Context: an optimization exercise on an open-source flow, tuned for small area, a short achievable clock period and few clock cycles per item. The choices shown serve that exercise and are no tape-out recipe.
Where RTL was checked, it was by simulation tests only, not by an equivalence proof against the original.
Function not checked in runs 1 to 3: the RTL went through the layout flow alone.
Power is estimated from default activity; no workload was simulated.

$ cat config.mk
export PLATFORM = sky130hd
export DESIGN_NAME = top
export DESIGN_NICKNAME = top
export VERILOG_FILES = /design/flow/design.v
export SDC_FILE = /design/flow/constraint.sdc
export NUM_CORES = 4
export LEC_CHECK = 0
export CAP_MARGIN = 20
export CORE_MARGIN = 2
export CORE_UTILIZATION = 40
export SLEW_MARGIN = 20
$ cat constraint.sdc
create_clock -name core_clock -period 6.0 [get_ports {clk}]
set_input_delay 1.2000 -clock core_clock [delete_from_list [all_inputs] [get_ports {clk}]]
set_output_delay 1.2000 -clock core_clock [all_outputs]
set_load 0.01 [all_outputs]
$ cat design.v
module processor(
input   clk,
input   ld_a,
input   [3:0] l,
input   [31:0] b_rdata,
output  [31:0] b_wdata
    );
reg [31:0] w1;
always @(posedge clk) if (ld_a) w1 <= b_rdata;
wire [63:0] p = {b_rdata, w1};
wire [6:0] a0 = p[6:0],   a1 = p[13:7],  a2 = p[20:14], a3 = p[27:21];
wire [6:0] b0 = p[34:28], b1 = p[41:35], b2 = p[48:42], b3 = p[55:49];
wire [4:0] op = p[60:56];
wire is_add = op[0], is_sub = op[1], is_mul = op[2], is_tra = op[3], is_det = op[4];
wire is_as = is_add | is_sub;
wire sel01 = l[0] | l[1];
wire sel02 = l[0] | l[2];
wire det0 = is_det & l[0];
wire [6:0] ma = sel01 ? a0 : a2;
wire [6:0] mb = sel01 ? a1 : a3;
wire [6:0] max3 = ma + {ma[5:0], 1'b0};
wire [6:0] mbx3 = mb + {mb[5:0], 1'b0};
wire [6:0] na2 = ~a2 + 7'd1;
wire [6:0] da = det0 ? a3 : (sel02 ? b0 : b1);
wire [6:0] db = det0 ? na2 : (sel02 ? b2 : b3);
wire mulen = is_mul | det0;
wire adda = is_as & sel02;
wire addb = is_as & ~sel02;
wire [6:0] bl = ({7{l[0]}} & b0) | ({7{l[1]}} & b1) | ({7{l[2]}} & b2) | ({7{l[3]}} & b3);
wire [6:0] tl = ({7{l[0]}} & a0) | ({7{l[1]}} & a2) | ({7{l[2]}} & a1) | ({7{l[3]}} & a3);
wire [6:0] x = ({7{is_as}} & (bl ^ {7{is_sub}})) | ({7{is_tra}} & tl);
wire pa0_1 = ((mulen & da[0] & ~da[1]) | adda);
wire pa0_2 = mulen & ~da[0] & da[1];
wire pa0_3 = mulen & da[0] & da[1];
wire pa0_r0 = (pa0_1 & ma[0]) | (pa0_3 & max3[0]);
wire pa0_r1 = (pa0_1 & ma[1]) | (pa0_2 & ma[0]) | (pa0_3 & max3[1]);
wire pa0_r2 = (pa0_1 & ma[2]) | (pa0_2 & ma[1]) | (pa0_3 & max3[2]);
wire pa0_r3 = (pa0_1 & ma[3]) | (pa0_2 & ma[2]) | (pa0_3 & max3[3]);
wire pa0_r4 = (pa0_1 & ma[4]) | (pa0_2 & ma[3]) | (pa0_3 & max3[4]);
wire pa0_r5 = (pa0_1 & ma[5]) | (pa0_2 & ma[4]) | (pa0_3 & max3[5]);
wire pa0_r6 = (pa0_1 & ma[6]) | (pa0_2 & ma[5]) | (pa0_3 & max3[6]);
wire pa1_1 = (mulen & da[2] & ~da[3]);
wire pa1_2 = mulen & ~da[2] & da[3];
wire pa1_3 = mulen & da[2] & da[3];
wire pa1_r2 = (pa1_1 & ma[0]) | (pa1_3 & max3[0]);
wire pa1_r3 = (pa1_1 & ma[1]) | (pa1_2 & ma[0]) | (pa1_3 & max3[1]);
wire pa1_r4 = (pa1_1 & ma[2]) | (pa1_2 & ma[1]) | (pa1_3 & max3[2]);
wire pa1_r5 = (pa1_1 & ma[3]) | (pa1_2 & ma[2]) | (pa1_3 & max3[3]);
wire pa1_r6 = (pa1_1 & ma[4]) | (pa1_2 & ma[3]) | (pa1_3 & max3[4]);
wire pa2_1 = (mulen & da[4] & ~da[5]);
wire pa2_2 = mulen & ~da[4] & da[5];
wire pa2_3 = mulen & da[4] & da[5];
wire pa2_r4 = (pa2_1 & ma[0]) | (pa2_3 & max3[0]);
wire pa2_r5 = (pa2_1 & ma[1]) | (pa2_2 & ma[0]) | (pa2_3 & max3[1]);
wire pa2_r6 = (pa2_1 & ma[2]) | (pa2_2 & ma[1]) | (pa2_3 & max3[2]);
wire pa3_1 = (mulen & da[6] & ~1'b0);
wire pa3_2 = mulen & ~da[6] & 1'b0;
wire pa3_3 = mulen & da[6] & 1'b0;
wire pa3_r6 = (pa3_1 & ma[0]) | (pa3_3 & max3[0]);
wire pb0_1 = ((mulen & db[0] & ~db[1]) | addb);
wire pb0_2 = mulen & ~db[0] & db[1];
wire pb0_3 = mulen & db[0] & db[1];
wire pb0_r0 = (pb0_1 & mb[0]) | (pb0_3 & mbx3[0]);
wire pb0_r1 = (pb0_1 & mb[1]) | (pb0_2 & mb[0]) | (pb0_3 & mbx3[1]);
wire pb0_r2 = (pb0_1 & mb[2]) | (pb0_2 & mb[1]) | (pb0_3 & mbx3[2]);
wire pb0_r3 = (pb0_1 & mb[3]) | (pb0_2 & mb[2]) | (pb0_3 & mbx3[3]);
wire pb0_r4 = (pb0_1 & mb[4]) | (pb0_2 & mb[3]) | (pb0_3 & mbx3[4]);
wire pb0_r5 = (pb0_1 & mb[5]) | (pb0_2 & mb[4]) | (pb0_3 & mbx3[5]);
wire pb0_r6 = (pb0_1 & mb[6]) | (pb0_2 & mb[5]) | (pb0_3 & mbx3[6]);
wire pb1_1 = (mulen & db[2] & ~db[3]);
wire pb1_2 = mulen & ~db[2] & db[3];
wire pb1_3 = mulen & db[2] & db[3];
wire pb1_r2 = (pb1_1 & mb[0]) | (pb1_3 & mbx3[0]);
wire pb1_r3 = (pb1_1 & mb[1]) | (pb1_2 & mb[0]) | (pb1_3 & mbx3[1]);
wire pb1_r4 = (pb1_1 & mb[2]) | (pb1_2 & mb[1]) | (pb1_3 & mbx3[2]);
wire pb1_r5 = (pb1_1 & mb[3]) | (pb1_2 & mb[2]) | (pb1_3 & mbx3[3]);
wire pb1_r6 = (pb1_1 & mb[4]) | (pb1_2 & mb[3]) | (pb1_3 & mbx3[4]);
wire pb2_1 = (mulen & db[4] & ~db[5]);
wire pb2_2 = mulen & ~db[4] & db[5];
wire pb2_3 = mulen & db[4] & db[5];
wire pb2_r4 = (pb2_1 & mb[0]) | (pb2_3 & mbx3[0]);
wire pb2_r5 = (pb2_1 & mb[1]) | (pb2_2 & mb[0]) | (pb2_3 & mbx3[1]);
wire pb2_r6 = (pb2_1 & mb[2]) | (pb2_2 & mb[1]) | (pb2_3 & mbx3[2]);
wire pb3_1 = (mulen & db[6] & ~1'b0);
wire pb3_2 = mulen & ~db[6] & 1'b0;
wire pb3_3 = mulen & db[6] & 1'b0;
wire pb3_r6 = (pb3_1 & mb[0]) | (pb3_3 & mbx3[0]);
wire t_s1;
wire t_c2;
wire t_s3;
wire t_c4;
wire t_s5;
wire t_s6;
assign t_s1 = pa0_r4 ^ pa1_r4;
assign t_c2 = pa0_r4 & pa1_r4;
assign t_s3 = pa0_r5 ^ pa1_r5 ^ pa2_r5;
assign t_c4 = (pa0_r5 & pa1_r5) | (pa0_r5 & pa2_r5) | (pa1_r5 & pa2_r5);
assign t_s5 = pa0_r6 ^ pa1_r6 ^ pa2_r6;
assign t_s6 = pa3_r6 ^ pb0_r6 ^ pb1_r6;
reg [34:0] s1;
reg s1_det;
always @(posedge clk) begin
    s1 <= {t_s6, t_s5, t_c4, x[6], pb3_r6, pb2_r6, t_s3, t_c2, x[5], pb2_r5, pb1_r5, pb0_r5, t_s1, x[4], pb2_r4, pb1_r4, pb0_r4, pa2_r4, x[3], pb1_r3, pb0_r3, pa1_r3, pa0_r3, x[2], pb1_r2, pb0_r2, pa1_r2, pa0_r2, x[1], pb0_r1, pa0_r1, is_sub, x[0], pb0_r0, pa0_r0};
    s1_det <= det0;
end
wire u_s1;
wire u_c2;
wire u_s3;
wire u_c4;
wire u_s5;
wire u_c6;
wire u_s7;
wire u_c8;
wire u_s9;
wire u_c10;
wire u_s11;
wire u_c12;
wire u_s13;
wire u_s14;
wire u_s15;
wire u_c16;
wire u_s17;
wire u_c18;
wire u_s19;
wire u_c20;
wire u_s21;
wire u_c22;
wire u_s23;
wire u_c24;
wire u_s25;
wire u_c26;
wire u_s27;
wire u_s28;
wire u_c29;
wire u_s30;
wire u_c31;
wire u_s32;
wire u_c33;
wire u_s34;
wire u_c35;
wire u_s36;
wire u_c37;
wire u_s38;
wire u_c39;
wire u_s40;
assign u_s1 = s1[7] ^ s1[8];
assign u_c2 = s1[7] & s1[8];
assign u_s3 = s1[12] ^ s1[13] ^ s1[14];
assign u_c4 = (s1[12] & s1[13]) | (s1[12] & s1[14]) | (s1[13] & s1[14]);
assign u_s5 = s1[17] ^ s1[18] ^ s1[19];
assign u_c6 = (s1[17] & s1[18]) | (s1[17] & s1[19]) | (s1[18] & s1[19]);
assign u_s7 = s1[20] ^ s1[21];
assign u_c8 = s1[20] & s1[21];
assign u_s9 = s1[23] ^ s1[24] ^ s1[25];
assign u_c10 = (s1[23] & s1[24]) | (s1[23] & s1[25]) | (s1[24] & s1[25]);
assign u_s11 = s1[26] ^ s1[27] ^ s1[28];
assign u_c12 = (s1[26] & s1[27]) | (s1[26] & s1[28]) | (s1[27] & s1[28]);
assign u_s13 = s1[29] ^ s1[30] ^ s1[31];
assign u_s14 = s1[32] ^ s1[33] ^ s1[34];
assign u_s15 = s1[0] ^ s1[1];
assign u_c16 = s1[0] & s1[1];
assign u_s17 = s1[4] ^ s1[5];
assign u_c18 = s1[4] & s1[5];
assign u_s19 = s1[9] ^ s1[10] ^ s1[11];
assign u_c20 = (s1[9] & s1[10]) | (s1[9] & s1[11]) | (s1[10] & s1[11]);
assign u_s21 = s1[15] ^ s1[16] ^ u_c2;
assign u_c22 = (s1[15] & s1[16]) | (s1[15] & u_c2) | (s1[16] & u_c2);
assign u_s23 = s1[22] ^ u_c4 ^ u_s5;
assign u_c24 = (s1[22] & u_c4) | (s1[22] & u_s5) | (u_c4 & u_s5);
assign u_s25 = u_c6 ^ u_c8 ^ u_s9;
assign u_c26 = (u_c6 & u_c8) | (u_c6 & u_s9) | (u_c8 & u_s9);
assign u_s27 = u_c10 ^ u_c12 ^ u_s13;
assign u_s28 = s1[2] ^ s1[3];
assign u_c29 = s1[2] & s1[3];
assign u_s30 = s1[6] ^ u_c16 ^ u_s17;
assign u_c31 = (s1[6] & u_c16) | (s1[6] & u_s17) | (u_c16 & u_s17);
assign u_s32 = u_s1 ^ u_c18 ^ u_s19;
assign u_c33 = (u_s1 & u_c18) | (u_s1 & u_s19) | (u_c18 & u_s19);
assign u_s34 = u_s3 ^ u_c20 ^ u_s21;
assign u_c35 = (u_s3 & u_c20) | (u_s3 & u_s21) | (u_c20 & u_s21);
assign u_s36 = u_s7 ^ u_c22 ^ u_s23;
assign u_c37 = (u_s7 & u_c22) | (u_s7 & u_s23) | (u_c22 & u_s23);
assign u_s38 = u_s11 ^ u_c24 ^ u_s25;
assign u_c39 = (u_s11 & u_c24) | (u_s11 & u_s25) | (u_c24 & u_s25);
assign u_s40 = u_s14 ^ u_c26 ^ u_s27;
wire [6:0] ra = {u_c39, u_c37, u_c35, u_c33, u_c31, u_c29, u_s15};
wire [6:0] rb = {u_s40, u_s38, u_s36, u_s34, u_s32, u_s30, u_s28};
wire [6:0] r = ra + rb;
reg [27:0] res;
always @(posedge clk) res <= {r[6] & ~s1_det, r[5:0], res[27:7]};
assign b_wdata = {4'd0, res};
endmodule
module controller(
input clk,
input rst,                
input  [31:0] b_rdata,
output [31:0] addr,
output [3:0] we,
output en,
output ld_a,
output [3:0] l
    );
localparam F  = 4'd0;
localparam R1 = 4'd1;
localparam R2 = 4'd2;
localparam C0 = 4'd3;
localparam C1 = 4'd4;
localparam C2 = 4'd5;
localparam C3 = 4'd6;
localparam C4 = 4'd7;
localparam WR = 4'd8;
reg [3:0] ph;
reg [1:0] k;
always @(posedge clk or negedge rst) begin
    if (!rst) begin
        ph <= F;
        k  <= 2'd0;
    end else begin
        case (ph)
            F:  ph <= (k == 2'd3) ? F : R1;
            R1: ph <= b_rdata[31] ? R2 : F;
            WR: begin
                ph <= F;
                k  <= k + 2'd1;
            end
            default: ph <= ph + 4'd1;
        endcase
    end
end
wire [3:0] k3 = {k, 2'b00} - {2'b00, k};
reg  [3:0] widx;
always @(*) begin
    case (ph)
        F:  widx = 4'd0;
        R1: widx = k3 + 4'd1;
        R2: widx = k3 + 4'd2;
        default: widx = 4'd10 + {2'b00, k};
    endcase
end
assign en   = (ph == F) ? (k != 2'd3) : (ph == R1 || ph == R2 || ph == WR);
assign we   = {4{ph == WR}};
assign addr = {26'd0, widx, 2'b00};
assign ld_a = (ph == R2);
assign l    = {ph == C3, ph == C2, ph == C1, ph == C0};
endmodule
module top(
input clk,
input rst,
input  [31:0] b_rdata,
output [31:0] b_wdata,
output [31:0] addr,
output [3:0] we,
output en,
output rstout
    );
wire       ld_a;
wire [3:0] l;
assign rstout = ~rst;
processor po(
        .clk(clk),
        .ld_a(ld_a),
        .l(l),
        .b_rdata(b_rdata),
        .b_wdata(b_wdata)
    );
controller co(
        .clk(clk),
        .rst(rst),
        .b_rdata(b_rdata),
        .addr(addr),
        .we(we),
        .en(en),
        .ld_a(ld_a),
        .l(l)
    );
endmodule
$ cat run.sh
#!/bin/bash
# synth_recipe.tcl (not shown) runs the flow's synth.tcl, then flattens the netlist and writes it again
# the make line also repeats each setting of config.mk as NAME=value (left out here)
make -C /OpenROAD-flow-scripts/flow DESIGN_CONFIG=/design/flow/config.mk WORK_HOME=/design/flow/orfs CLKGATE_MAP_FILE= SYNTH_SCRIPT=/design/flow/synth_recipe.tcl finish
==> results of run 1 <==
cell families (layout without fill, tap and decap cells):
kind of cell / Yosys count / in the layout / synth area share (%)
AND/OR/NAND/NOR: 135 / 135 / 10.96
flip-flops: 102 / 102 / 39.76
adder cells (fa/ha/maj): 45 / 45 / 11.19
XOR/XNOR: 36 / 36 / 5.240
AO/OA/AOI/OAI: 167 / 167 / 19.28
multiplexers: 22 / 22 / 3.909
other: 1 / 32 / 0.06232
buffers and inverters: 117 / 151 / 9.607
sequential cells by signal, summed over array words and instances, names as in the netlist:
name,count
po.w1,32
co.ph,4
po.s1_det,1
po.res,28
po.s1,35
co.k,2
worst max-delay path, stage by stage, from the launching register on:
cell      delay [ps]
dfrtp_1          420
inv_1             80
ha_1             330
mux2_2           360
nand2_1          540
mux2i_1          530
inv_1            150
ha_1             280
nor4bb_1         160
nor4_1           200
a32oi_1          210
maj3_1           450
a21oi_1          180
xnor2_1          100
a221oi_2         250
xnor2_1          100
metrics by stage:
step	utilization [%]	setup slack (ps)	hold WS [ps]	cells	total power, mW
after floorplan	-	2309	367.4	656	3.393
after detailed placement	46.33	1522	336.2	858	4.293
after global placement	46.33	1616	335.8	858	4.215
final	48.25	1527	349.1	874	4.854
after CTS	48.25	1570	351.7	874	4.867
after global routing	48.25	1149	358.6	874	5.248
where the power goes:
part           switching [mW]  internal [mW]
Clock                   0.277          0.288
Combinational            1.65           1.38
Sequential              0.213           1.04
cell type report:
cell class	count	area [µm²]	area share, %
Multi-Input combinational cell	437	3163	44.93
Tap cell	184	230.2	3.271
Clock buffer	9	225.2	3.199
Clock inverter	7	55.05	0.7821
Sequential cell	102	2392	33.99
Timing Repair Buffer	77	755.7	10.74
Inverter	58	217.7	3.093
metal layers:
layer | share of wire (%) | GRT usage, % | vias to the layer above | wire length, µm
li1 | - | - | 2280 | -
met1 | 44 | 28.13 | 2330 | 7549
met2 | 49 | 37.18 | 201 | 8467
met3 | 5.6 | 3.838 | 19 | 969
met4 | 1.3 | 5.495 | 0 | 227
met5 | 0 | 0 | - | 0
final timing paths:
| check | end | slack [ps] | cells after the start |
|---|---|---|---|
| worst min-delay path | po.res[10]$_DFF_P_ | 350 | 0 |
| worst min register to register | po.res[10]$_DFF_P_ | 350 | 0 |
| max in group asynchronous | co.ph[0]$_DFF_PN0_ | 4610 | 1 |
| worst max register to register | po.s1[34]$_DFF_P_ | 1530 | 15 |
| min in group asynchronous | co.ph[3]$_DFF_PN0_ | 1120 | 1 |
| worst max-delay path | po.s1[34]$_DFF_P_ | 1530 | 15 |
cell usage in the layout, fill, tap and decap left out, types with 6 or more instances in the layout:
cell | Yosys | final
xor2_1 | 9 | 9
o211ai_1 | 6 | 6
dfxtp_1 | 64 | 64
a22oi_1 | 12 | 12
nand2b_1 | 6 | 6
nand3_1 | 8 | 8
o22ai_1 | 11 | 11
a221oi_1 | 8 | 8
mux2i_1 | 19 | 19
a21oi_1 | 34 | 34
o21ai_0 | 30 | 30
clkbuf_16 | 0 | 9
xnor2_1 | 27 | 27
nand2_1 | 48 | 48
dfrtp_1 | 6 | 6
fa_1 | 15 | 15
inv_1 | 55 | 55
a22o_1 | 24 | 24
nor2_1 | 31 | 31
conb_1 | 1 | 32
edfxtp_1 | 32 | 32
buf_4 | 35 | 6
clkdlybuf4s50_1 | 0 | 71
ha_1 | 29 | 29
==> impl_metrics.csv, run 1 <==
group,metric,value,unit
worst_setup_path,path_class,"reg2reg",
route,drt-total-wl,17.21,mm
global_routing,gr-total-overflow,0,
route,viasPerCell,5.526,
timing,setup_tns,0,ps
place,placed_area,6759,µm²
synth,yosysSeqAreaShare,39.76,%
clock_network,htree_levels,3,
synth,synthArstFlopShare,5.882,%
synth,yosysTopAreaCell,"dfxtp_1",
clock_network,post_cts_buffers,0,
timing,finalSetupViolCount,0,
timing,relSlewSlack,44.23,%
synth,yosysWarnings,2,
route,ant_nets,0,
timing,tightest_slew,836.1,ps
worst_setup_path,rr_startpoint,"co.ph[0]$_DFF_PN0_",
synth,netlist_area,6017,µm²
timing,slew_viol_final,0,
finish,syn_to_final_growth,16.99,%
finish,final_nets,763,
clock_network,cts_root_buffer,"clkbuf_16",
global_routing,grt_usage,21.59,%
clock_network,cts_tree,"built",
synth,synth.area.top_cells,"dfxtp_1, edfxtp_1, ha_1",
route,first_iter_violations,283,
worst_setup_path,crit_path_end_kind,"register",
synth,syn_avg_cell_area,9.627,µm²
clock_network,worstSkewPairLatency,360,ps
timing,finalHoldViolCount,0,
synth,ys_types,70,
global_routing,grt_start_max_net_pins,34,
finish,n_antenna_cell,0,
floorplanning,die_w,126.7,µm
floorplanning,die_h,126.7,µm
global_routing,grt_pass1_vias,4495,
synth,yosys-top-cells-count,"dfxtp_1, inv_1, nand2_1",
finish,final_layout_size_suffix_gt1_share,4.928,%
clock_network,ctsResizeCount,0,
worst_setup_path,cp.arrival,4720,ps
pwr,max-vdd-ir-drop,428.1,µV
flow_run,cap_violations,0,
synth,netlist_instances,625,
worst_setup_path,path_max_fanout,13,
clock_network,clockBufferDepth,2,
floorplanning,rows,44,
floorplanning,num_io_pins,104,
worst_setup_path,worstPathRequired,6240,ps
floorplanning,coreArea,14590,µm²
finish,fin_area,7039,µm²
worst_setup_path,cp-startpoint,"co.ph[0]$_DFF_PN0_",
route,wl_per_cell,19.70,µm
timing,layout_min_cycle_time,4473,ps
synth,yosysTopAreaCellShare,21.29,%
clock_network,numCtsBuffers,9,
synth,synth_flop_cell,"dfxtp_1",
timing,clock_skew,8.666,ps
place,globalplace.congestion,0.9744,
global_routing,grt_pass1_wl,26.15,mm
route,drc,0,
synth,synth-edff-count,32,
pwr,p_leak,2.947,nW
timing,period_share,74.55,%
floorplanning,start_util,41.24,%
synth,ys_ff_latch,102,
route,drtPass1Iterations,5,
finish,fillCellCount,1372,
place,portBuffers,71,
timing,fmax,223.6,MHz
floorplanning,dieArea,16040,µm²
clock_network,cts_hold_buf,0,
status,status,"complete, no violations",
timing,rsz0062_at_grt,"no",
worst_hold_path,hold_class,"reg2reg",
place,dpl.hpwl,13.40,mm
route,vias,4830,
global_routing,grt_antenna_before_repair,0,
worst_setup_path,cp-start-kind,"register",
synth,yosysMostFrequentCell,"dfxtp_1",
clock_network,cts_sinks,102,
pwr,power_density,689.6,nW/µm²
clock_network,clk_pin_slew,70,ps
worst_hold_path,worstHoldStart,"po.res[17]$_DFF_P_",
==> inputs of run 2 (changes only) <==
--- a/config.mk
+++ b/config.mk
@@ -6,4 +6,5 @@
 export NUM_CORES = 4
 export LEC_CHECK = 0
+export ABC_CLOCK_PERIOD_IN_PS = 2800
 export CAP_MARGIN = 20
 export CORE_MARGIN = 2
==> impl_metrics.csv, run 2 <==
group,metric,value,unit
timing,hold_ws,349.1,ps
global_routing,gr-total-overflow,0,
global_routing,grt_pass1_wl,26.15,mm
floorplanning,rows,44,
pwr,power_density,689.6,nW/µm²
synth,synth_flop_cell,"dfxtp_1",
synth,netlist_area,6017,µm²
worst_setup_path,cp.buffers_inverters,2,
worst_hold_path,worstHoldStart,"po.res[17]$_DFF_P_",
worst_setup_path,path_max_fanout,13,
clock_network,ctsResizeCount,0,
finish,top_register,"po.s1",
floorplanning,dieArea,16040,µm²
synth,synth_xor_area_share,5.240,%
synth,synth-edff-count,32,
finish,final_layout_size_suffix_gt1_share,4.928,%
synth,synth.area.mux_share,3.909,%
clock_network,cts_hold_buf,0,
clock_network,cts_root_buffer,"clkbuf_16",
floorplanning,start_util,41.24,%
clock_network,cts_tree,"built",
worst_setup_path,path_cells,"inv_1, ha_1, mux2_2, nand2_1, mux2i_1, inv_1, ha_1, nor4bb_1, nor4_1, a32oi_1, maj3_1, a21oi_1, xnor2_1, a221oi_2, xnor2_1",
finish,largest_reg_flops,35,
place,pre_cts_ws,1522,ps
clock_network,clockBufferDepth,2,
pwr,power_frac_seq,25.8,%
route,viasPerCell,5.526,
worst_hold_path,hold_end,"po.res[10]$_DFF_P_",
floorplanning,die_w,126.7,µm
route,drtPass1Iterations,5,
status,status,"complete, no violations",
timing,fmax,223.6,MHz
clock_network,clk_pin_slew,70,ps
synth,yosysSeqAreaShare,39.76,%
worst_setup_path,rrSetupSlack,1530,ps
worst_setup_path,rr_startpoint,"co.ph[0]$_DFF_PN0_",
worst_setup_path,worstPathRequired,6240,ps
synth,syn_avg_cell_area,9.627,µm²
worst_hold_path,hold_class,"reg2reg",
route,first_iter_violations,283,
timing,relSlewSlack,44.23,%
finish,layout_common_cells,"clkdlybuf4s50_1, dfxtp_1, inv_1",
finish,final_nets,763,
timing,finalSetupViolCount,0,
worst_setup_path,cp.arrival,4720,ps
synth,synth_compound_area_share,19.28,%
place,dp_cells,858,
synth,synth.area.top_cells,"dfxtp_1, edfxtp_1, ha_1",
synth,synthArstFlopShare,5.882,%
finish,multiInputGateArea,3163,µm²
timing,rsz0062_at_grt,"no",
synth,yosysMostFrequentCell,"dfxtp_1",
worst_setup_path,crit_family,"adder cells",
synth,ys_ff_latch,102,
synth,synthAdderAreaFrac,11.19,%
floorplanning,num_io_pins,104,
clock_network,htree_levels,3,
route,ant_nets,0,
pwr,p_leak,2.947,nW
timing,setup_tns,0,ps
synth,yosysTopAreaCellShare,21.29,%
pwr,max-vdd-ir-drop,428.1,µV
clock_network,numCtsBuffers,9,
pwr,p_sw_share,44.15,%
floorplanning,die_h,126.7,µm
worst_hold_path,hold_path_depth,0,
synth,yosysTopAreaCell,"dfxtp_1",
synth,yosysWarnings,2,
finish,mostFrequentLayoutCell,"clkdlybuf4s50_1",
worst_setup_path,reg2reg_depth,15,
timing,layout_min_cycle_time,4473,ps
timing,clock_skew,8.666,ps
worst_setup_path,critPathSlowestCell,"nand2_1",
worst_setup_path,cp-start-kind,"register",
timing,period_share,74.55,%
synth,netlist_instances,625,
worst_setup_path,crit_path_end_kind,"register",
clock_network,worstSkewPairLatency,360,ps
worst_setup_path,path_class,"reg2reg",
route,vias,4830,
finish,fillCellCount,1372,
synth,yosys-top-cells-count,"dfxtp_1, inv_1, nand2_1",
synth,ys_types,70,
route,drc,0,
finish,fin_cells,874,
finish,n_antenna_cell,0,
synth,synth_top_family_by_area,"compound AO/OA/AOI/OAI gates",
pwr,power.net_switching,2.143,mW
place,globalplace.congestion,0.9744,
flow_run,cap_violations,0,
place,dpl.hpwl,13.40,mm
global_routing,grt_usage,21.59,%
timing,slew_viol_final,0,
timing,finalHoldViolCount,0,
global_routing,grt_antenna_before_repair,0,
synth,synth_simple_gate_area_share,10.96,%
finish,final_util,48.25,%
pwr,pwr-share-clk,11.6,%
finish,syn_to_final_growth,16.99,%
global_routing,grt_start_max_net_pins,34,
worst_setup_path,rr_endpoint,"po.s1[34]$_DFF_P_",
clock_network,post_cts_buffers,0,
pwr,p_int,2.711,mW
timing,tightest_slew,836.1,ps
finish,reg_top3,"po.s1 x35, po.w1 x32, po.res x28",
pwr,combPwrFrac,62.5,%
route,drt-total-wl,17.21,mm
place,portBuffers,71,
global_routing,grt_pass1_vias,4495,
timing,setup_slack,1527,ps
floorplanning,coreArea,14590,µm²
worst_setup_path,cpPeakStageDelay,540,ps
finish,ff_latch_area,2392,µm²
clock_network,cts_sinks,102,
route,wl_per_cell,19.70,µm
-- run 2: cell counts after synthesis --
No cell type changed its count.
-- run 2: cells by family after synthesis --
family	Yosys count
buffers and inverters	117
AO/OA/AOI/OAI	167
flip-flops	102
multiplexers	22
other	1
adder cells (fa/ha/maj)	45
AND/OR/NAND/NOR	135
XOR/XNOR	36
-- run 2: worst max-delay path by stage --
stage,endpoint,depth (start not counted),startpoint,slack [ps]
floorplan,po.s1[34]$_DFF_P_,15,co.ph[0]$_DFF_PN0_,2310
global placement,po.s1[28]$_DFF_P_,10,b_rdata[28],1620
detailed placement,po.s1[28]$_DFF_P_,10,b_rdata[28],1520
CTS,po.s1[34]$_DFF_P_,15,co.ph[0]$_DFF_PN0_,1570
global route,po.s1[34]$_DFF_P_,15,co.ph[0]$_DFF_PN0_,1150
finish,po.s1[34]$_DFF_P_,15,co.ph[0]$_DFF_PN0_,1530
-- run 2: power groups by stage --
stage	Clock (mW)	Sequential, mW	Combinational, mW
6_report	0.565	1.25	3.04
3_5_place_dp	0	1.27	3.02
5_1_grt	0.599	1.28	3.37
4_1_cts	0.577	1.26	3.03
3_3_place_gp	0	1.27	2.95
2_1_floorplan	0	1.23	2.16
-- run 2: cell type report --
class / instances / share of cell area, %
tap: 184 / 3.271
clock inverter: 7 / 0.7821
clock buffer: 9 / 3.199
sequential: 102 / 33.99
inverter: 58 / 3.093
multi-input combinational: 437 / 44.93
timing repair buffer: 77 / 10.74
-- run 2: metrics by stage --
| step | instance area (µm²) | total power, mW |
|---|---|---|
| global route | 7039 | 5.248 |
| detailed placement | 6759 | 4.293 |
| finish | 7039 | 4.854 |
| global placement | 6759 | 4.215 |
| CTS | 7039 | 4.867 |
| floorplan | 6133 | 3.393 |
-- run 2: worst register-to-register path, delay by kind of cell, from the launching register on --
kind | cells | cell delay, ps
AO/OA/AOI/OAI | 3 | 640
XOR/XNOR | 2 | 200
adder cells (fa/ha/maj) | 3 | 1060
buffers and inverters | 2 | 230
flip-flops | 1 | 420
multiplexers | 2 | 900
AND/OR/NAND/NOR | 3 | 900
-- run 2: routing by layer --
| layer | share of wire (%) | wire length [µm] | global-route usage, % |
|---|---|---|---|
| met5 | 0 | 0 | 0 |
| met1 | 44 | 7549 | 28.13 |
| met4 | 1.3 | 227 | 5.495 |
| met2 | 49 | 8467 | 37.18 |
| met3 | 5.6 | 969 | 3.838 |
==> inputs of run 3 (changes only) <==
--- a/config.mk
+++ b/config.mk
@@ -10,3 +10,4 @@
 export CORE_MARGIN = 2
 export CORE_UTILIZATION = 40
+export SETUP_SLACK_MARGIN = 3.1
 export SLEW_MARGIN = 20
==> impl_metrics.csv, run 3 <==
group,metric,value,unit
status,status,"complete, no violations",
clock_network,clockBufferDepth,2,
synth,yosysWarnings,2,
synth,syn_avg_cell_area,9.627,µm²
place,pre_cts_ws,1713,ps
clock_network,numCtsBuffers,9,
global_routing,met1_usage,28.16,%
timing,setup_tns,0,ps
finish,final_layout_size_suffix_gt1_share,27.33,%
route,drt-total-wl,19.06,mm
global_routing,gr-total-overflow,0,
worst_setup_path,critical_path_depth,14,
synth,ys_types,70,
timing,clock_skew,6.216,ps
finish,syn_to_final_growth,38.66,%
floorplanning,rows,44,
worst_hold_path,hold_class,"reg2reg",
worst_setup_path,cp-start-kind,"register",
floorplanning,coreArea,14590,µm²
finish,final_nets,845,
finish,fin_cells,956,
worst_setup_path,rrSetupSlack,2570,ps
flow_run,cap_violations,0,
worst_hold_path,worstHoldStart,"po.res[10]$_DFF_P_",
pwr,max-vdd-ir-drop,351.9,µV
finish,reg_top3,"po.s1 x35, po.w1 x32, po.res x28",
route,wl_per_cell,19.93,µm
global_routing,grt_pass1_vias,5014,
worst_setup_path,cpPeakStageDelay,450,ps
worst_setup_path,crit_family,"adder cells",
worst_setup_path,reg2reg_depth,14,
pwr,p_total,6.109,mW
clock_network,worstSkewPairLatency,360,ps
floorplanning,die_w,126.7,µm
synth,synth.area.top_cells,"dfxtp_1, edfxtp_1, ha_1",
synth,ys_ff_latch,102,
finish,mostFrequentLayoutCell,"buf_4",
timing,period_share,57.24,%
synth,yosysMostFrequentCell,"dfxtp_1",
timing,setup_slack,2565,ps
synth,synth_flop_cell,"dfxtp_1",
route,ant_nets,0,
finish,n_antenna_cell,0,
clock_network,clk_pin_slew,70,ps
place,globalplace.congestion,0.9454,
place,portBuffers,71,
clock_network,cts_sinks,102,
route,drtPass1Iterations,4,
floorplanning,die_h,126.7,µm
worst_setup_path,path_max_fanout,6,
synth,yosysTopAreaCellShare,21.29,%
place,dp_cells,857,
finish,layout_common_cells,"buf_4, dfxtp_1, clkdlybuf4s50_1",
timing,hold_ws,351.1,ps
finish,largest_reg_flops,35,
synth,netlist_area,6017,µm²
finish,fillCellCount,1215,
floorplanning,start_util,41.24,%
route,first_iter_violations,393,
synth,yosysSeqAreaShare,39.76,%
worst_setup_path,path_cells,"inv_4, ha_4, mux2_4, nand2_8, mux2_4, ha_4, nor4bb_4, nor4_4, a32oi_4, maj3_2, a21oi_2, xnor2_1, a221oi_2, xnor2_1",
clock_network,cts_root_buffer,"clkbuf_16",
worst_setup_path,path_class,"reg2reg",
finish,final_util,57.19,%
timing,tightest_slew,950.2,ps
global_routing,grt_usage,22.98,%
worst_setup_path,cp-startpoint,"co.ph[1]$_DFF_PN0_",
worst_setup_path,cp.buffers_inverters,1,
timing,layout_min_cycle_time,3435,ps
timing,slew_viol_final,0,
worst_setup_path,cp.arrival,3720,ps
timing,finalHoldViolCount,0,
route,vias,5316,
pwr,power_density,732.2,nW/µm²
worst_setup_path,critPathSlowestCell,"dfrtp_2",
place,dpl.hpwl,13.51,mm
global_routing,grt_antenna_before_repair,0,
worst_setup_path,worstPathRequired,6290,ps
synth,yosysTopAreaCell,"dfxtp_1",
global_routing,grtUsageMet3,5.778,%
global_routing,met2_usage,38.38,%
route,drc,0,
finish,ff_latch_area,2400,µm²
synth,synth-edff-count,32,
timing,fmax,291.2,MHz
synth,synthArstFlopShare,5.882,%
timing,finalSetupViolCount,0,
global_routing,grt_start_max_net_pins,19,
floorplanning,num_io_pins,104,
global_routing,busiest_layer,"met2",
timing,relSlewSlack,36.62,%
timing,rsz0062_at_grt,"yes",
finish,multiInputGateArea,3786,µm²
pwr,p_leak,3.429,nW
clock_network,cts_hold_buf,0,
finish,fin_area,8343,µm²
worst_setup_path,crit_path_end_kind,"register",
worst_hold_path,hold_path_depth,0,
global_routing,grt_pass1_wl,28.00,mm
synth,netlist_instances,625,
finish,top_register,"po.s1",
clock_network,htree_levels,3,
synth,yosys-top-cells-count,"dfxtp_1, inv_1, nand2_1",
route,viasPerCell,5.561,
place,placed_area,6840,µm²
worst_setup_path,rr_startpoint,"co.ph[1]$_DFF_PN0_",
clock_network,cts_tree,"built",
floorplanning,dieArea,16040,µm²
[run 3: path summary, 6_finish.rpt]
check	endpoint
worst max-delay path	po.s1[34]$_DFF_P_
worst min-delay path	po.res[3]$_DFF_P_
worst max register to register	po.s1[34]$_DFF_P_
worst min register to register	po.res[3]$_DFF_P_
max in group asynchronous	co.ph[3]$_DFF_PN0_
min in group asynchronous	co.ph[2]$_DFF_PN0_
[run 3: final cells by class]
type / count / area share [%]
tap: 184 / 2.759
inverter: 58 / 2.759
clock inverter: 6 / 0.9598
timing repair buffer: 158 / 16.51
sequential: 102 / 28.76
multi-input combinational: 438 / 45.38
clock buffer: 10 / 2.864
[run 3: logic make-up after synthesis]
group / share of synthesized area, %
and+or+nand+nor: 10.96
adders and majority gates: 11.19
muxes: 3.909
xor gates and xnor gates: 5.240
buffers and inverters: 9.607
AOI/OAI and AO/OA: 19.28
DFF: 39.76
other: 0.06232
[run 3: worst register-to-register path, delay by kind of cell (launching register included)]
kind	cells	cell delay, ps
muxes	2	640
and+or+nand+nor	3	690
xor gates and xnor gates	2	240
DFF	1	450
buffers and inverters	1	50
AOI/OAI and AO/OA	3	600
adders and majority gates	3	710
[run 3: power breakdown]
part | internal (mW) | leakage, nW | switching (mW)
sequential | 1.05 | 0.900 | 0.220
combinational | 2.11 | 2.38 | 2.12
clock | 0.342 | 0.154 | 0.270
[run 3: routing by layer]
| metal | wire length, µm | share of wire (%) | vias to the layer above |
|---|---|---|---|
| met3 | 1439 | 7.6 | 51 |
| met2 | 9212 | 48 | 293 |
| met1 | 7633 | 40 | 2516 |
| met4 | 770 | 4.0 | 0 |
| li1 | - | - | 2456 |
| met5 | 0 | 0 | - |
[run 3: repair_timing]
action	4_1_cts	5_1_grt
cloned	1	1
endpoints found under the hold margin	0	0
gates resized for setup	123	51
buffers inserted	43	38
setup endpoints to repair	32	19
pin swaps	23	48
==> inputs of run 4 (changes only) <==
--- a/design.v
+++ b/design.v
@@ -201,46 +201,45 @@
 output [3:0] l
     );
-localparam F  = 4'd0;
-localparam R1 = 4'd1;
-localparam R2 = 4'd2;
-localparam C0 = 4'd3;
-localparam C1 = 4'd4;
-localparam C2 = 4'd5;
-localparam C3 = 4'd6;
-localparam C4 = 4'd7;
-localparam WR = 4'd8;
-reg [3:0] ph;
+reg r1, r2, c0, c1, c2, c3, c4, wr;
 reg [1:0] k;
+wire f = ~(r1 | r2 | c0 | c1 | c2 | c3 | c4 | wr);
+wire done = k[1] & k[0];
 always @(posedge clk or negedge rst) begin
     if (!rst) begin
-        ph <= F;
+        r1 <= 1'b0;
+        r2 <= 1'b0;
+        c0 <= 1'b0;
+        c1 <= 1'b0;
+        c2 <= 1'b0;
+        c3 <= 1'b0;
+        c4 <= 1'b0;
+        wr <= 1'b0;
         k  <= 2'd0;
     end else begin
-        case (ph)
-            F:  ph <= (k == 2'd3) ? F : R1;
-            R1: ph <= b_rdata[31] ? R2 : F;
-            WR: begin
-                ph <= F;
-                k  <= k + 2'd1;
-            end
-            default: ph <= ph + 4'd1;
-        endcase
+        r1 <= f & ~done;
+        r2 <= r1 & b_rdata[31];
+        c0 <= r2;
+        c1 <= c0;
+        c2 <= c1;
+        c3 <= c2;
+        c4 <= c3;
+        wr <= c4;
+        if (wr) k <= k + 2'd1;
     end
 end
-wire [3:0] k3 = {k, 2'b00} - {2'b00, k};
-reg  [3:0] widx;
+reg [3:0] widx;
 always @(*) begin
-    case (ph)
-        F:  widx = 4'd0;
-        R1: widx = k3 + 4'd1;
-        R2: widx = k3 + 4'd2;
-        default: widx = 4'd10 + {2'b00, k};
+    case (k)
+        2'd0: widx = r1 ? 4'd1 : r2 ? 4'd2 : 4'd10;
+        2'd1: widx = r1 ? 4'd4 : r2 ? 4'd5 : 4'd11;
+        default: widx = r1 ? 4'd7 : r2 ? 4'd8 : 4'd12;
     endcase
+    if (f) widx = 4'd0;
 end
-assign en   = (ph == F) ? (k != 2'd3) : (ph == R1 || ph == R2 || ph == WR);
-assign we   = {4{ph == WR}};
+assign en   = (f & ~done) | r1 | r2 | wr;
+assign we   = {4{wr}};
 assign addr = {26'd0, widx, 2'b00};
-assign ld_a = (ph == R2);
-assign l    = {ph == C3, ph == C2, ph == C1, ph == C0};
+assign ld_a = r2;
+assign l    = {c3, c2, c1, c0};
 endmodule
 module top(
--- a/config.mk
+++ b/config.mk
@@ -6,8 +6,7 @@
 export NUM_CORES = 4
 export LEC_CHECK = 0
-export ABC_CLOCK_PERIOD_IN_PS = 2800
 export CAP_MARGIN = 20
 export CORE_MARGIN = 2
 export CORE_UTILIZATION = 40
-export SETUP_SLACK_MARGIN = 3.1
+export SETUP_SLACK_MARGIN = 2.5
 export SLEW_MARGIN = 20
==> impl_metrics.csv, run 4 <==
group,metric,value,unit
status,status,"complete, no violations",
flow_run,cap_violations,0,
worst_setup_path,reg2reg_depth,14,
timing,rsz0062_at_grt,"yes",
worst_setup_path,crit_path_end_kind,"output pin",
timing,fmax,291.2,MHz
synth,yosysMostFrequentCell,"dfxtp_1",
route,viasPerCell,5.241,
finish,reg_top3,"po.s1 x35, po.w1 x32, po.res x28",
clock_network,clockBufferDepth,2,
global_routing,grt_pass1_vias,4170,
timing,relSlewSlack,50.47,%
worst_setup_path,worstPathRequired,4800,ps
finish,n_antenna_cell,0,
synth,yosysTopAreaCellShare,21.90,%
route,wl_per_cell,17.65,µm
timing,tightest_slew,724.3,ps
synth,ys_types,58,
pwr,power_density,569.5,nW/µm²
finish,multiInputGateArea,2945,µm²
finish,syn_to_final_growth,19.10,%
timing,clock_skew,7.867,ps
synth,yosysSeqAreaShare,42.60,%
synth,syn_avg_cell_area,10.50,µm²
worst_hold_path,hold_end,"po.res[6]$_DFF_P_",
worst_setup_path,cpPeakStageDelay,580,ps
worst_setup_path,path_max_fanout,38,
route,ant_nets,0,
global_routing,grt_start_max_net_pins,39,
finish,mostFrequentLayoutCell,"clkdlybuf4s50_1",
worst_setup_path,path_class,"reg2out",
route,drt-total-wl,14.44,mm
finish,layout_common_cells,"clkdlybuf4s50_1, dfxtp_1, inv_1",
worst_setup_path,cp.buffers_inverters,3,
global_routing,grt_usage,18.67,%
synth,yosysTopAreaCell,"dfxtp_1",
timing,setup_tns,0,ps
worst_setup_path,crit_family,"buffers and inverters",
synth,synthArstFlopShare,9.434,%
synth,ys_ff_latch,106,
place,dpl.hpwl,11.02,mm
floorplanning,dieArea,15610,µm²
timing,period_share,57.24,%
synth,synth-edff-count,32,
worst_setup_path,cp.arrival,2230,ps
place,portBuffers,71,
route,first_iter_violations,211,
clock_network,htree_levels,3,
clock_network,cts_root_buffer,"clkbuf_16",
synth,netlist_area,5851,µm²
worst_setup_path,cp-start-kind,"register",
timing,finalSetupViolCount,0,
worst_setup_path,rrSetupSlack,2630,ps
route,vias,4287,
clock_network,cts_sinks,106,
finish,fillCellCount,1341,
global_routing,gr-total-overflow,0,
timing,finalHoldViolCount,0,
synth,yosysWarnings,2,
synth,yosys-top-cells-count,"dfxtp_1, inv_1, buf_4",
finish,final_nets,706,
global_routing,grt_pass1_wl,22.65,mm
finish,fin_area,6968,µm²
floorplanning,die_w,124.9,µm
finish,ff_latch_area,2495,µm²
worst_setup_path,path_cells,"buf_8, nor2_4, buf_4, and3_1, a211oi_1, clkdlybuf4s50_1",
floorplanning,die_h,124.9,µm
place,globalplace.congestion,0.9030,
clock_network,worstSkewPairLatency,360,ps
worst_setup_path,critPathSlowestCell,"clkdlybuf4s50_1",
clock_network,clk_pin_slew,70,ps
worst_hold_path,hold_path_depth,0,
pwr,p_leak,2.972,nW
global_routing,grt_antenna_before_repair,0,
route,drc,0,
floorplanning,start_util,40.56,%
synth,synth.area.top_cells,"dfxtp_1, edfxtp_1, mux2i_1",
route,drtPass1Iterations,4,
worst_setup_path,rr_startpoint,"co.c0$_DFF_PN0_",
timing,layout_min_cycle_time,3434,ps
clock_network,cts_tree,"built",
worst_hold_path,hold_class,"reg2reg",
synth,netlist_instances,557,
worst_hold_path,worstHoldStart,"po.res[13]$_DFF_P_",
place,placed_area,6575,µm²
floorplanning,rows,44,
worst_setup_path,rr_endpoint,"po.s1[34]$_DFF_P_",
floorplanning,num_io_pins,104,
floorplanning,coreArea,14420,µm²
pwr,max-vdd-ir-drop,238.9,µV
timing,slew_viol_final,0,
synth,synth_flop_cell,"dfxtp_1",
finish,largest_reg_flops,35,
finish,top_register,"po.s1",
clock_network,numCtsBuffers,9,
finish,final_layout_size_suffix_gt1_share,8.202,%
[run 4: cell count changes after synthesis, sizes merged, moves of 5 or more]
cell / delta
nand2: -22
mux2i: +16
clkbuf: -13
mux2: +9
a21oi: -8
inv: -7
o22ai: -7
buf: +5
nor3: +5
o211ai: -5
[run 4: final cells by class]
cell class / count / share of cell area [%]
clock buffers: 11 / 3.627
inverters: 51 / 2.747
clock inverters: 5 / 0.6823
multi-input cells: 380 / 42.27
flip-flops and latches: 106 / 35.81
well taps: 184 / 3.304
repair buffers: 81 / 11.56
[run 4: cell families after synthesis]
logic type               count (synthesis)  synth area share (%)
adder cells (fa/ha/maj)                 43                 11.38
multiplexers                            47                 8.619
XOR/XNOR                                35                 5.240
other                                    1               0.06410
flip-flops                             106                 42.60
buffers and inverters                  102                 9.345
AO/OA/AOI/OAI                          123                 14.44
AND/OR/NAND/NOR                        100                 8.319
[run 4: worst max path at each step]
stage	cells past startpoint	to	start	slack [ps]
after floorplan	15	po.s1[28]$_DFF_P_	co.c0$_DFF_PN0_	2890
after global placement	7	po.s1[28]$_DFF_P_	b_rdata[28]	1810
after detailed placement	7	po.s1[28]$_DFF_P_	b_rdata[28]	1710
after CTS	4	addr[5]	co.c3$_DFF_PN0_	2510
after global routing	7	po.s1[28]$_DFF_P_	b_rdata[28]	2360
final	6	addr[5]	co.c0$_DFF_PN0_	2570
[run 4: through the flow]
step           worst slack (ps)  cells  hold slack [ps]  power (mW)  utilization [%]
3_5_place_dp               1706    795            339.6       3.376            45.58
3_3_place_gp               1808    795            335.9       3.320            45.58
4_1_cts                    2505    817            353.4       3.997            48.06
2_1_floorplan              2893    588            348.7       2.721                -
5_1_grt                    2359    818            360.7       4.297            48.31
6_report                   2566    818            350.3       3.968            48.31
[run 4: layer usage]
metal  track usage, %  part of all wire (%)  vias to the layer above
met5                0                     0                        -
met4            6.209                   1.9                        0
met3            4.108                   4.9                       20
met2            30.79                    48                      164
met1            24.52                    45                     2060
li1                 -                     -                     2043
[run 4: worst reg2reg max path, delay by kind of cell, from the launching register on]
family | cells | cell delay [ps]
multiplexers | 2 | 750
buffers and inverters | 4 | 600
AO/OA/AOI/OAI | 3 | 600
XOR/XNOR | 3 | 450
flip-flops | 1 | 390
adder cells (fa/ha/maj) | 1 | 320
AND/OR/NAND/NOR | 1 | 200
[run 4: repair_timing]
item	in CTS	in global routing
setup endpoints to repair	17	9
pin swaps	1	1
resized for setup	8	5
cloned	0	0
hold buffers	0	0
setup buffers	6	1
[run 4: power breakdown]
| group | internal (mW) | total [mW] | switching, mW |
|---|---|---|---|
| Sequential | 1.01 | 1.15 | 0.140 |
| Combinational | 1.10 | 2.24 | 1.14 |
| Clock | 0.310 | 0.579 | 0.269 |
Testbench counts of run 4, summed over its fixed seeds: cycles 8,960, items 960.
==> inputs of run 5 (changes only) <==
--- a/config.mk
+++ b/config.mk
@@ -9,4 +9,4 @@
 export CORE_MARGIN = 2
 export CORE_UTILIZATION = 40
-export SETUP_SLACK_MARGIN = 2.5
+export SETUP_SLACK_MARGIN = 3.1
 export SLEW_MARGIN = 20
==> impl_metrics.csv, run 5 <==
group,metric,value,unit
finish,mostFrequentLayoutCell,"dfxtp_1",
pwr,pwr-share-clk,13.5,%
clock_network,cts_tree,"built",
route,drtPass1Iterations,4,
synth,yosysSeqAreaShare,42.60,%
synth,yosysWarnings,2,
finish,n_antenna_cell,0,
finish,final_util,52.01,%
synth,synth-edff-count,32,
route,ant_nets,0,
synth,yosysMostFrequentCell,"dfxtp_1",
pwr,p_int,2.604,mW
route,drt-total-wl,15.20,mm
clock_network,htree_levels,3,
worst_setup_path,cpPeakStageDelay,490,ps
synth,yosys-top-cells-count,"dfxtp_1, inv_1, buf_4",
timing,relSlewSlack,54.63,%
timing,clock_skew,8.698,ps
global_routing,grt_antenna_before_repair,0,
timing,finalHoldViolCount,0,
global_routing,grt_start_max_net_pins,32,
finish,layout_common_cells,"dfxtp_1, clkdlybuf4s50_1, inv_1",
synth,synth.area.top_cells,"dfxtp_1, edfxtp_1, mux2i_1",
pwr,power_frac_seq,26.8,%
worst_setup_path,path_cells,"buf_12, nor2_4, buf_12, buf_8, mux2_4, ha_4, inv_2, fa_2, inv_2, a21o_1, a21oi_2, xnor2_1, nand2_1, o221ai_2, fa_1",
finish,fin_area,7502,µm²
place,dpl.hpwl,10.89,mm
finish,multiInputGateArea,3263,µm²
route,viasPerCell,5.288,
synth,syn_avg_cell_area,10.50,µm²
status,status,"complete, no violations",
synth,synthArstFlopShare,9.434,%
finish,syn_to_final_growth,28.23,%
floorplanning,die_w,124.9,µm
clock_network,clockBufferDepth,2,
worst_setup_path,path_max_fanout,6,
clock_network,cts_sinks,106,
timing,layout_min_cycle_time,3016,ps
route,drc,0,
timing,fmax,331.6,MHz
global_routing,grt_usage,19.38,%
finish,final_layout_size_suffix_gt1_share,19.63,%
synth,ys_ff_latch,106,
floorplanning,die_h,124.9,µm
timing,setup_slack,2984,ps
clock_network,worstSkewPairLatency,360,ps
floorplanning,start_util,40.56,%
place,pre_cts_ws,1753,ps
worst_setup_path,crit_path_end_kind,"register",
floorplanning,coreArea,14420,µm²
worst_setup_path,cp.buffers_inverters,5,
pwr,max-vdd-ir-drop,244.8,µV
global_routing,gr-total-overflow,0,
synth,synth_flop_cell,"dfxtp_1",
timing,setup_tns,0,ps
pwr,combPwrFrac,59.8,%
finish,fin_cells,841,
finish,reg_top3,"po.s1 x35, po.w1 x32, po.res x28",
timing,period_share,50.26,%
place,placed_area,6581,µm²
finish,fillCellCount,1269,
pwr,p_sw_share,39.19,%
timing,rsz0062_at_grt,"yes",
floorplanning,num_io_pins,104,
finish,final_nets,729,
clock_network,cts_root_buffer,"clkbuf_16",
route,wl_per_cell,18.08,µm
flow_run,cap_violations,0,
clock_network,clk_pin_slew,70,ps
finish,top_register,"po.s1",
worst_setup_path,critPathSlowestCell,"fa_1",
clock_network,numCtsBuffers,9,
timing,hold_ws,349.9,ps
synth,ys_types,58,
worst_setup_path,worstPathRequired,6240,ps
finish,largest_reg_flops,35,
synth,netlist_area,5851,µm²
floorplanning,rows,44,
pwr,power.net_switching,1.678,mW
worst_setup_path,cp.arrival,3250,ps
global_routing,grt_pass1_vias,4322,
place,globalplace.congestion,0.9475,
route,first_iter_violations,230,
worst_hold_path,hold_class,"reg2reg",
route,vias,4447,
worst_setup_path,path_class,"reg2reg",
timing,finalSetupViolCount,0,
pwr,power_density,570.8,nW/µm²
place,dp_cells,794,
worst_setup_path,crit_family,"adder cells",
worst_setup_path,cp-start-kind,"register",
synth,yosysTopAreaCellShare,21.90,%
synth,netlist_instances,557,
global_routing,grt_pass1_wl,23.36,mm
timing,tightest_slew,663.4,ps
synth,yosysTopAreaCell,"dfxtp_1",
floorplanning,dieArea,15610,µm²
pwr,p_total,4.282,mW
pwr,p_leak,3.146,nW
finish,ff_latch_area,2502,µm²
timing,slew_viol_final,0,
place,portBuffers,71,
[run 5: worst paths after layout]
path	from	endpoint	slack, ps	cells past startpoint
max in group asynchronous	rst	co.c1$_DFF_PN0_	5230	1
worst min-delay path	po.res[21]$_DFF_P_	po.res[14]$_DFF_P_	350	0
worst min register to register	po.res[21]$_DFF_P_	po.res[14]$_DFF_P_	350	0
worst max register to register	co.c0$_DFF_PN0_	po.s1[28]$_DFF_P_	2980	15
min in group asynchronous	rst	co.k[0]$_DFFE_PN0P_	630	1
worst max-delay path	co.c0$_DFF_PN0_	po.s1[28]$_DFF_P_	2980	15
[run 5: cell type report]
| class | instances | share of cell area [%] |
|---|---|---|
| Sequential cell | 106 | 33.36 |
| Clock inverter | 4 | 0.4169 |
| Tap cell | 184 | 3.069 |
| Clock buffer | 12 | 3.436 |
| Timing Repair Buffer | 104 | 13.63 |
| Multi-Input combinational cell | 380 | 43.50 |
| Inverter | 51 | 2.602 |
[run 5: metal layers]
metal	global-route usage (%)	wire, µm	vias up
li1	-	-	2089
met1	24.27	6440	2142
met2	32.69	7386	190
met3	4.750	1047	26
met4	7.059	329	0
met5	0	0	-
[run 5: power groups by stage]
| stage | Sequential [mW] | Combinational (mW) | Clock [mW] |
|---|---|---|---|
| after global placement | 1.18 | 2.14 | 0 |
| after CTS | 1.15 | 2.44 | 0.593 |
| after global routing | 1.17 | 2.84 | 0.623 |
| after detailed placement | 1.19 | 2.20 | 0 |
| final | 1.15 | 2.56 | 0.578 |
| after floorplan | 1.19 | 1.54 | 0 |
[run 5: what timing repair did]
item	in CTS	in global routing
cloned	1	0
gates resized for setup	69	47
pin swaps	11	20
setup endpoints to repair	29	17
hold buffers	0	0
buffers inserted	23	7
[run 5: cells by family (layout without fill, tap and decap cells)]
group	after synthesis	after routing	share of synthesized area (%)
flip-flops	106	106	42.60
AO/OA/AOI/OAI	123	123	14.44
XOR/XNOR	35	35	5.240
AND/OR/NAND/NOR	100	100	8.319
multiplexers	47	47	8.619
other	1	32	0.06410
buffers and inverters	102	171	9.345
adder cells (fa/ha/maj)	43	43	11.38
[run 5: worst register-to-register path: cells and delay by family, from the launching register on]
family          cells  cell delay (ps)
mux                 1              350
compound gates      3              430
simple gates        2              210
fa+ha+maj           3              910
xor+xnor            1               90
flops               1              410
buf+inv             5              510
==> inputs of run 6 (changes only) <==
==> flow/run.sh (new file) <==
#!/bin/bash
set -e
export BUFFER_PORTS_ARGS="-buffer_cell sky130_fd_sc_hd__buf_2"
bash standard.sh > standard.log 2>&1
==> standard.sh (new file) <==
#!/bin/bash
# synth_recipe.tcl (not shown) runs the flow's synth.tcl, then flattens the netlist and writes it again
# the make line also repeats each setting of config.mk as NAME=value (left out here)
make -C /OpenROAD-flow-scripts/flow DESIGN_CONFIG=/design/flow/config.mk WORK_HOME=/design/flow/orfs CLKGATE_MAP_FILE= SYNTH_SCRIPT=/design/flow/synth_recipe.tcl "${@:-finish}"
removed: run.sh
==> impl_metrics.csv, run 6 <==
group,metric,value,unit
synth,yosys-top-cells-count,"dfxtp_1, inv_1, buf_4",
flow_run,cap_violations,0,
synth,netlist_instances,557,
worst_setup_path,crit_family,"buffers and inverters",
place,placed_area,6233,µm²
finish,final_layout_size_suffix_gt1_share,28.51,%
floorplanning,die_w,124.9,µm
global_routing,grt_pass1_wl,23.12,mm
finish,syn_to_final_growth,22.50,%
timing,layout_min_cycle_time,2925,ps
finish,mostFrequentLayoutCell,"buf_2",
timing,rsz0062_at_grt,"yes",
route,first_iter_violations,235,
worst_setup_path,path_max_fanout,5,
clock_network,numCtsBuffers,9,
worst_setup_path,cpPeakStageDelay,410,ps
floorplanning,start_util,40.56,%
worst_hold_path,worstHoldStart,"po.res[20]$_DFF_P_",
route,drtPass1Iterations,5,
worst_setup_path,critical_path_depth,7,
place,dpl.hpwl,10.99,mm
pwr,p_leak,3.144,nW
global_routing,grt_antenna_before_repair,0,
worst_setup_path,crit_path_end_kind,"output pin",
synth,netlist_area,5851,µm²
timing,tightest_slew,810.7,ps
worst_setup_path,worstPathRequired,4800,ps
finish,top_register,"po.s1",
floorplanning,rows,44,
clock_network,clk_pin_slew,80,ps
synth,ys_types,58,
finish,n_antenna_cell,0,
floorplanning,dieArea,15610,µm²
timing,finalSetupViolCount,0,
clock_network,htree_levels,3,
worst_setup_path,cp-start-kind,"register",
global_routing,grt_start_max_net_pins,33,
timing,finalHoldViolCount,0,
global_routing,gr-total-overflow,0,
worst_setup_path,rr_endpoint,"po.s1[28]$_DFF_P_",
pwr,max-vdd-ir-drop,270.1,µV
worst_setup_path,path_class,"reg2out",
clock_network,clockBufferDepth,2,
clock_network,worstSkewPairLatency,360,ps
worst_hold_path,hold_class,"reg2reg",
synth,synthArstFlopShare,9.434,%
route,wl_per_cell,17.94,µm
worst_setup_path,critPathSlowestCell,"dfrtp_1",
status,status,"complete, no violations",
synth,syn_avg_cell_area,10.50,µm²
synth,yosysTopAreaCellShare,21.90,%
worst_hold_path,hold_path_depth,0,
finish,largest_reg_flops,35,
clock_network,cts_hold_buf,0,
route,drt-total-wl,15.07,mm
finish,final_nets,728,
floorplanning,num_io_pins,104,
clock_network,cts_root_buffer,"clkbuf_16",
floorplanning,die_h,124.9,µm
global_routing,grt_usage,19.13,%
place,globalplace.congestion,0.8405,
timing,clock_skew,7.784,ps
finish,reg_top3,"po.s1 x35, po.w1 x32, po.res x28",
synth,synth.area.top_cells,"dfxtp_1, edfxtp_1, mux2i_1",
route,ant_nets,0,
worst_setup_path,rr_startpoint,"co.c0$_DFF_PN0_",
timing,period_share,48.75,%
finish,fillCellCount,1349,
synth,yosysWarnings,2,
worst_setup_path,reg2reg_depth,14,
synth,ys_ff_latch,106,
finish,fin_area,7167,µm²
synth,synth_flop_cell,"dfxtp_1",
synth,yosysMostFrequentCell,"dfxtp_1",
place,portBuffers,71,
finish,layout_common_cells,"buf_2, dfxtp_1, inv_1",
worst_setup_path,cp_common_cell,"buf_12",
timing,setup_tns,0,ps
synth,yosysSeqAreaShare,42.60,%
route,viasPerCell,5.286,
synth,yosysTopAreaCell,"dfxtp_1",
floorplanning,coreArea,14420,µm²
pwr,power_density,595.5,nW/µm²
worst_setup_path,rrSetupSlack,3180,ps
clock_network,cts_sinks,106,
route,drc,0,
pwr,p_total,4.268,mW
timing,fmax,341.9,MHz
timing,relSlewSlack,44.55,%
route,vias,4440,
worst_hold_path,hold_end,"po.res[13]$_DFF_P_",
finish,fin_cells,840,
global_routing,grt_pass1_vias,4216,
timing,slew_viol_final,0,
synth,synth-edff-count,32,
place,dp_cells,795,
clock_network,cts_tree,"built",
worst_setup_path,cp.arrival,1720,ps
worst_setup_path,path_cells,"buf_12, nor2_4, buf_12, buf_12, and3_4, a211oi_2, buf_2",
worst_setup_path,cp.buffers_inverters,4,
[run 6: layout make-up]
type / instances / area (µm²) / area share [%]
multi-input combinational: 380 / 3219 / 44.92
sequential: 106 / 2501 / 34.90
clock inverter: 7 / 102.6 / 1.432
timing repair buffer: 103 / 690.7 / 9.637
tap: 184 / 230.2 / 3.212
clock buffer: 9 / 225.2 / 3.142
inverter: 51 / 197.7 / 2.758
[run 6: how the worst max path moves through the flow]
| stage | startpoint | slack (ps) | to |
|---|---|---|---|
| 6_report | co.c0$_DFF_PN0_ | 3080 | addr[3] |
| 3_3_place_gp | co.c1$_DFF_PN0_ | 2460 | po.s1[28]$_DFF_P_ |
| 3_5_place_dp | co.c1$_DFF_PN0_ | 2340 | po.s1[28]$_DFF_P_ |
| 2_1_floorplan | co.c1$_DFF_PN0_ | 3060 | po.s1[28]$_DFF_P_ |
| 4_1_cts | co.c0$_DFF_PN0_ | 3050 | po.s1[28]$_DFF_P_ |
| 5_1_grt | co.r2$_DFF_PN0_ | 3000 | addr[5] |
[run 6: logic make-up (layout without fill, tap and decap cells)]
family,count (synthesis),count (layout),synth area share (%)
compound gates,123,123,14.44
flops,106,106,42.60
buf+inv,102,170,9.345
simple gates,100,100,8.319
mux,47,47,8.619
fa+ha+maj,43,43,11.38
xor+xnor,35,35,5.240
other cells,1,32,0.06410
[run 6: layer usage]
layer / track usage [%] / routed length, µm / vias up
li1: - / - / 2087
met1: 24.64 / 6360 / 2119
met2: 31.28 / 7109 / 204
met3: 4.878 / 1166 / 30
met4: 7.124 / 432 / 0
met5: 0 / 0 / -
[run 6: stage by stage]
step                      hold slack, ps  util [%]  setup slack, ps
after floorplan                    348.7         -             3056
after global placement             330.6     43.22             2456
after detailed placement           331.1     43.22             2338
after CTS                          346.3     47.40             3050
after global routing               354.7     49.69             3003
final                              347.4     49.69             3075
[run 6: where the power goes]
part           internal, mW  switching (mW)  total [mW]
sequential             1.01           0.151        1.16
combinational          1.21            1.26        2.47
clock                 0.342           0.295       0.636
total                  2.56            1.71        4.27
[run 6: worst reg2reg max path, cell delays in order, from the launching register on]
cell      delay, ps
dfrtp_1         410
buf_12          140
nor2_4          140
buf_6           150
mux2_4          340
ha_4            180
inv_2            60
fa_2            210
inv_1            50
a21o_1          160
a21oi_2         130
xnor2_1         130
nand2_1          80
o221ai_2         80
fa_1            450
[run 6: timing repair]
item	4_1_cts	5_1_grt
gates resized for setup	30	42
pin swaps	8	24
buffers inserted	13	15
endpoints found under the setup margin	22	13
cloned	1	0

re-timing with driven ports:
Ports are ideal in the flow. The routed layouts listed here were re-timed in OpenROAD. Step 1, drivers: a clkbuf_16 drives clk and a buf_2 each remaining input, both assumed. Step 2, shift: input delay + t, output delay - t, t = (earliest + latest rising clock arrival at the registers) / 2. This alone moves slack from input paths to output paths. Three values: no drivers, after step 1, after step 2; two values: the first two.
run	t, ns	setup WS [ns]	worst data-port slew with drivers (ns)	cell pins on the clock port's net
run 1	0.398	1.527 / 1.527 / 1.457	0.04	1
run 2	0.398	1.527 / 1.527 / 1.457	0.04	1
run 3	0.394	2.565 / 2.565 / 2.514	0.04	1
run 4	0.393	2.566 / 2.524 / 2.198	0.03	1
run 5	0.397	2.984 / 2.984 / 2.610	0.04	1
run 6	0.397	3.075 / 3.034 / 2.797	0.04	1
After both steps every run listed still meets setup and hold. The setup slack of run 5, which loses most, moves by 0.000 ns with the drivers and by -0.374 ns with both steps.
